From an optimization exercise on the open Yosys and OpenROAD flow, aimed at small area, a short achievable clock period and few clock cycles per item; shortcuts taken in it are not production practice. RTL that was checked went through simulation tests only; none was proved equivalent to the original.

==> v12: inputs <==
==> flow/design.v <==
module radix4_table;
endmodule
module pre_processing (
input  [31:0] dividend,
input  [31:0] divisor,
output [4:0]  lz_a,
output [4:0]  lz_d,
output        early,
input  [4:0]  lza_reg,
input  [4:0]  lzd_reg,
input  [31:0] d,
output [4:0]  k,
output [31:0] d_shl
);
function [4:0] clz32;
	input [31:0] x;
	integer i;
	begin
		clz32 = 5'd31;
		for (i = 1; i < 32; i = i + 1)
			if (x[i]) clz32 = 5'd31 - i[4:0];
	end
endfunction
assign lz_a = clz32(dividend);
assign lz_d = clz32(divisor);
reg [31:0] d_smear;
integer j;
always @(*) begin
	d_smear[31] = divisor[31];
	for (j = 30; j >= 0; j = j - 1)
		d_smear[j] = d_smear[j+1] | divisor[j];
end
assign early = ~|(dividend & ~{1'b0, d_smear[31:1]});
assign k     = lzd_reg - lza_reg;
assign d_shl = d << k;
endmodule
module on_the_fly_conversion;
endmodule
module srt_4_div#(
parameter DW = 32)(
input 				clk,
input 				rst_n,
input				start,
input[DW-1:0]		dividend,
input[DW-1:0] 		divisor,
output[DW-1:0] 		quotient,
output[DW-1:0] 		reminder,
output				divfinish,
output				diverror
);
reg st_prep, st_iter, st_fin;
reg [DW-1:0] r_reg;      
reg [DW-1:0] d_reg;      
reg [DW-1:0] q_reg;      
reg [4:0]    cnt;        
reg [4:0]    lza_reg, lzd_reg;
reg          dz_reg;
wire [4:0]    lz_a, lz_d;
wire          early;
wire [4:0]    k;
wire [DW-1:0] d_shl;
pre_processing u1 (
	.dividend(dividend),
	.divisor(divisor),
	.lz_a(lz_a),
	.lz_d(lz_d),
	.early(early),
	.lza_reg(lza_reg),
	.lzd_reg(lzd_reg),
	.d(d_reg),
	.k(k),
	.d_shl(d_shl)
);
wire [DW-1:0] diff;
wire          q_bit;
sub_bk u4 (
	.a(r_reg),
	.b(d_reg),
	.diff(diff),
	.ge(q_bit)
);
wire last = (cnt == 5'd0);
wire idle = ~(st_prep | st_iter | st_fin);
always @(posedge clk, negedge rst_n)
begin
	if (!rst_n) begin
		st_prep <= 1'b0;
		st_iter <= 1'b0;
		st_fin  <= 1'b0;
	end else begin
		st_prep <= start & ~early;
		st_iter <= st_prep | (st_iter & ~last);
		st_fin  <= (start & early) | (st_iter & last);
	end
end
always @(posedge clk)
begin
	lza_reg <= lz_a;
	lzd_reg <= lz_d;
	if (idle) begin
		r_reg  <= dividend;
		d_reg  <= divisor;
		q_reg  <= {DW{1'b0}};
		dz_reg <= ~|divisor;
	end else if (st_prep) begin
		d_reg <= d_shl;
		cnt   <= k;
	end else if (st_iter) begin
		if (q_bit)
			r_reg <= diff;
		d_reg <= {1'b0, d_reg[DW-1:1]};
		q_reg <= {q_reg[DW-2:0], q_bit};
		cnt   <= cnt - 5'd1;
	end
end
assign quotient  = q_reg;
assign reminder  = r_reg;
assign divfinish = st_fin;
assign diverror  = dz_reg;
endmodule
module sub_bk (
input  [31:0] a,
input  [31:0] b,
output [31:0] diff,
output        ge
);
wire [31:0] p0 = a ^ ~b;
wire [31:0] g0 = a & ~b;
reg [32:0] g, p;
integer i, s;
always @(*) begin
	g[0] = 1'b1;
	p[0] = 1'b0;
	for (i = 0; i < 32; i = i + 1) begin
		g[i+1] = g0[i];
		p[i+1] = p0[i];
	end
	for (s = 1; s < 64; s = s * 2)
		for (i = 2*s-1; i <= 32; i = i + 2*s) begin
			g[i] = g[i] | (p[i] & g[i-s]);
			p[i] = p[i] & p[i-s];
		end
	for (s = 32; s >= 1; s = s / 2)
		for (i = 3*s-1; i <= 32; i = i + 2*s) begin
			g[i] = g[i] | (p[i] & g[i-s]);
			p[i] = p[i] & p[i-s];
		end
end
assign diff = p0 ^ g[31:0];
assign ge   = g[32];
endmodule
==> flow/flow/run.sh <==
#!/bin/bash
# Standard ORFS layout (the standard.sh) with extra make variables, one
# per line in flow/args.txt: e.g. a setup repair margin aimed past the clock
# period, and the cell used for the port buffers.
set -euo pipefail
HERE=$(dirname "$0")
mapfile -t EXTRA < <(grep -v '^\s*$' "$HERE/args.txt")
bash standard.sh "${EXTRA[@]}" finish > make_finish.log 2>&1
==> flow/flow/args.txt <==
SETUP_SLACK_MARGIN=6
BUFFER_PORTS_ARGS=-buffer_cell sky130_fd_sc_hd__buf_1
==> flow/standard.sh <==
#!/bin/bash
# synth_recipe.tcl (not shown) runs the flow's synth.tcl, then flattens the netlist and writes it again
# the make line also repeats each setting of config.mk as NAME=value (left out here)
make -C /OpenROAD-flow-scripts/flow DESIGN_CONFIG=/design/flow/config.mk WORK_HOME=/design/flow/orfs CLKGATE_MAP_FILE= SYNTH_SCRIPT=/design/flow/synth_recipe.tcl "${@:-finish}"
==> flow/config.mk <==
export PLATFORM = sky130hd
export DESIGN_NAME = srt_4_div
export DESIGN_NICKNAME = srt_4_div
export VERILOG_FILES = /design/flow/design.v
export SDC_FILE = /design/flow/constraint.sdc
export NUM_CORES = 4
export LEC_CHECK = 0
export CAP_MARGIN = 20
export CORE_MARGIN = 2
export CORE_UTILIZATION = 60
export SLEW_MARGIN = 20
==> flow/constraint.sdc <==
create_clock -name core_clock -period 10.0 [get_ports {clk}]
set_input_delay 2.0000 -clock core_clock [delete_from_list [all_inputs] [get_ports {clk}]]
set_output_delay 2.0000 -clock core_clock [all_outputs]
set_load 0.01 [all_outputs]
==> v11: changes against v12 <==
==> flow/design.v, changed modules only <==
module pre_processing (
input  [31:0] dividend,
input  [31:0] divisor,
output [4:0]  lz_a,
output [4:0]  lz_d,
output        early,
input  [4:0]  lza_reg,
input  [4:0]  lzd_reg,
input  [31:0] d,
input         prep,
output [4:0]  k,
output [31:0] d_rot
);
function [4:0] clz32;
	input [31:0] x;
	integer i;
	begin
		clz32 = 5'd31;
		for (i = 1; i < 32; i = i + 1)
			if (x[i]) clz32 = 5'd31 - i[4:0];
	end
endfunction
assign lz_a = clz32(dividend);
assign lz_d = clz32(divisor);
wire [7:0] d_nib;
wire [7:0] d_hi;      
wire [7:0] bad;
genvar g;
generate
	for (g = 0; g < 8; g = g + 1) begin : nib
		wire [3:0] a4 = dividend[4*g+3:4*g];
		wire [3:0] d4 = divisor[4*g+3:4*g];
		assign d_nib[g] = |d4;
		wire [3:0] above = {1'b0, d4[3], |d4[3:2], |d4[3:1]};
		assign bad[g] = |(a4 & ~above) & ~d_hi[g];
	end
endgenerate
assign d_hi[7] = 1'b0;
assign d_hi[6] = d_nib[7];
assign d_hi[5] = |d_nib[7:6];
assign d_hi[4] = |d_nib[7:5];
assign d_hi[3] = |d_nib[7:4];
assign d_hi[2] = |d_nib[7:3];
assign d_hi[1] = |d_nib[7:2];
assign d_hi[0] = |d_nib[7:1];
assign early = ~|bad;
assign k = lzd_reg - lza_reg;
wire [4:0]  amt = k | {5{~prep}};
wire [31:0] s0 = amt[0] ? {d[30:0],  d[31]}     : d;
wire [31:0] s1 = amt[1] ? {s0[29:0], s0[31:30]} : s0;
wire [31:0] s2 = amt[2] ? {s1[27:0], s1[31:28]} : s1;
wire [31:0] s3 = amt[3] ? {s2[23:0], s2[31:24]} : s2;
assign d_rot   = amt[4] ? {s3[15:0], s3[31:16]} : s3;
endmodule
module srt_4_div#(
parameter DW = 32)(
input 				clk,
input 				rst_n,
input				start,
input[DW-1:0]		dividend,
input[DW-1:0] 		divisor,
output[DW-1:0] 		quotient,
output[DW-1:0] 		reminder,
output				divfinish,
output				diverror
);
reg st_prep, st_iter, st_fin;
reg [DW-1:0] r_reg;      
reg [DW-1:0] d_reg;      
reg [DW-1:0] q_reg;      
reg [4:0]    cnt;        
reg [4:0]    lza_reg, lzd_reg;
reg          dz_reg;
wire [4:0]    lz_a, lz_d;
wire          early;
wire [4:0]    k;
wire [DW-1:0] d_rot;
pre_processing u1 (
	.dividend(dividend),
	.divisor(divisor),
	.lz_a(lz_a),
	.lz_d(lz_d),
	.early(early),
	.lza_reg(lza_reg),
	.lzd_reg(lzd_reg),
	.d(d_reg),
	.prep(st_prep),
	.k(k),
	.d_rot(d_rot)
);
wire [DW-1:0] diff;
wire          q_bit;
sub_bk u4 (
	.a(r_reg),
	.b(d_reg),
	.diff(diff),
	.ge(q_bit)
);
wire last = (cnt == 5'd0);
wire idle = ~(st_prep | st_iter | st_fin);
always @(posedge clk, negedge rst_n)
begin
	if (!rst_n) begin
		st_prep <= 1'b0;
		st_iter <= 1'b0;
		st_fin  <= 1'b0;
	end else begin
		st_prep <= start & ~early;
		st_iter <= st_prep | (st_iter & ~last);
		st_fin  <= (start & early) | (st_iter & last);
	end
end
always @(posedge clk)
begin
	lza_reg <= lz_a;
	lzd_reg <= lz_d;
	if (idle | (st_iter & q_bit))
		r_reg <= idle ? dividend : diff;
	d_reg <= idle ? divisor : d_rot;
	q_reg <= idle ? {DW{1'b0}} : {q_reg[DW-2:0], q_bit & st_iter};
	cnt <= st_prep ? k : cnt - 5'd1;
	if (idle)
		dz_reg <= ~|divisor;
end
assign quotient  = q_reg;
assign reminder  = r_reg;
assign divfinish = st_fin;
assign diverror  = dz_reg;
endmodule
==> flow/flow/args.txt (replaced) <==
SETUP_SLACK_MARGIN=6.8
BUFFER_PORTS_ARGS=-buffer_cell sky130_fd_sc_hd__buf_1
Settings changed: CORE_UTILIZATION 60 to 70, CTS_BUF_LIST set to sky130_fd_sc_hd__clkbuf_8.
==> results_dict.tcl <==
set metrics [dict create \
    run_status "timing/DRC/antenna clean" \
    taps 180 \
    initial_utilization 0.615 \
    crit_end "d_reg[14]" \
    wire_length_of_the_first_global_routing_pass_mm 38.5 \
    synth_edf_count 70 \
    final_cells 1258 \
    cell_type_with_the_largest_total_area_after_synthesis "edfxtp_1" \
    vdd_ir_drop_max_v 0.000241 \
    fraction_of_layout_cells_with_a_size_suffix_above_1 0.0844 \
    synth_area_per_inst_um2 9.00 \
    syn-cell-area_mm2 0.00853 \
    layout.cells.most_common "buf_1" \
    fin_total_pwr_w 0.00349 \
    register_area_mm2 0.00302 \
    die_width_um 123 \
    floorplan_die_area_mm2 0.0152 \
]
The numbers above come from v12.

==> results_dict.tcl <==
set metrics [dict create \
    floorplan_die_area_mm2 0.0121 \
    wire_length_of_the_first_global_routing_pass_mm 38.2 \
    synth_edf_count 33 \
    vdd_ir_drop_max_v 0.000275 \
    fin_total_pwr_w 0.00370 \
    cell_type_with_the_largest_total_area_after_synthesis "mux2i_1" \
    run_status "timing/DRC/antenna clean" \
    initial_utilization 0.722 \
    register_area_mm2 0.00265 \
    fraction_of_layout_cells_with_a_size_suffix_above_1 0.103 \
    taps 140 \
    die_width_um 110 \
    synth_area_per_inst_um2 9.10 \
    layout.cells.most_common "mux2i_1" \
]
The numbers above come from v11.

Testbench counts of v11, summed over its fixed seeds: cycles 27,282, divisions 3,200.
No functional check of the RTL was part of v12.

[re-timing with driven ports]
Ports are ideal in the flow. The routed layouts listed here were re-timed in OpenROAD.
Step 1: set_driving_cell puts a clkbuf_16 on clk and a buf_2 on each other input, an assumption about the parent block.
Step 2 times the ports against the registers' clock, not the clock port: input delays grow and output delays shrink by t, the midpoint of the rising clock arrivals with the driver on.
Slacks: ideal / step 1 / step 2; pairs: ideal / step 1.
run	shift t [ns]	setup slack, ns	worst hold slack (ns)	worst setup path after step 2	slew at the worst register clock pin (ns)
v12	0.463	6.237 / 6.237 / 5.933	0.452 / 0.452 / 0.452	input to register	0.06 / 0.06
v11	0.493	6.722 / 6.722 / 6.297	0.460 / 0.460 / 0.460	input to register	0.09 / 0.09
After both steps setup and hold are still met in every run listed. For v11, which loses most, drivers alone change the setup slack by 0.000 ns; drivers and shift together by -0.425 ns.
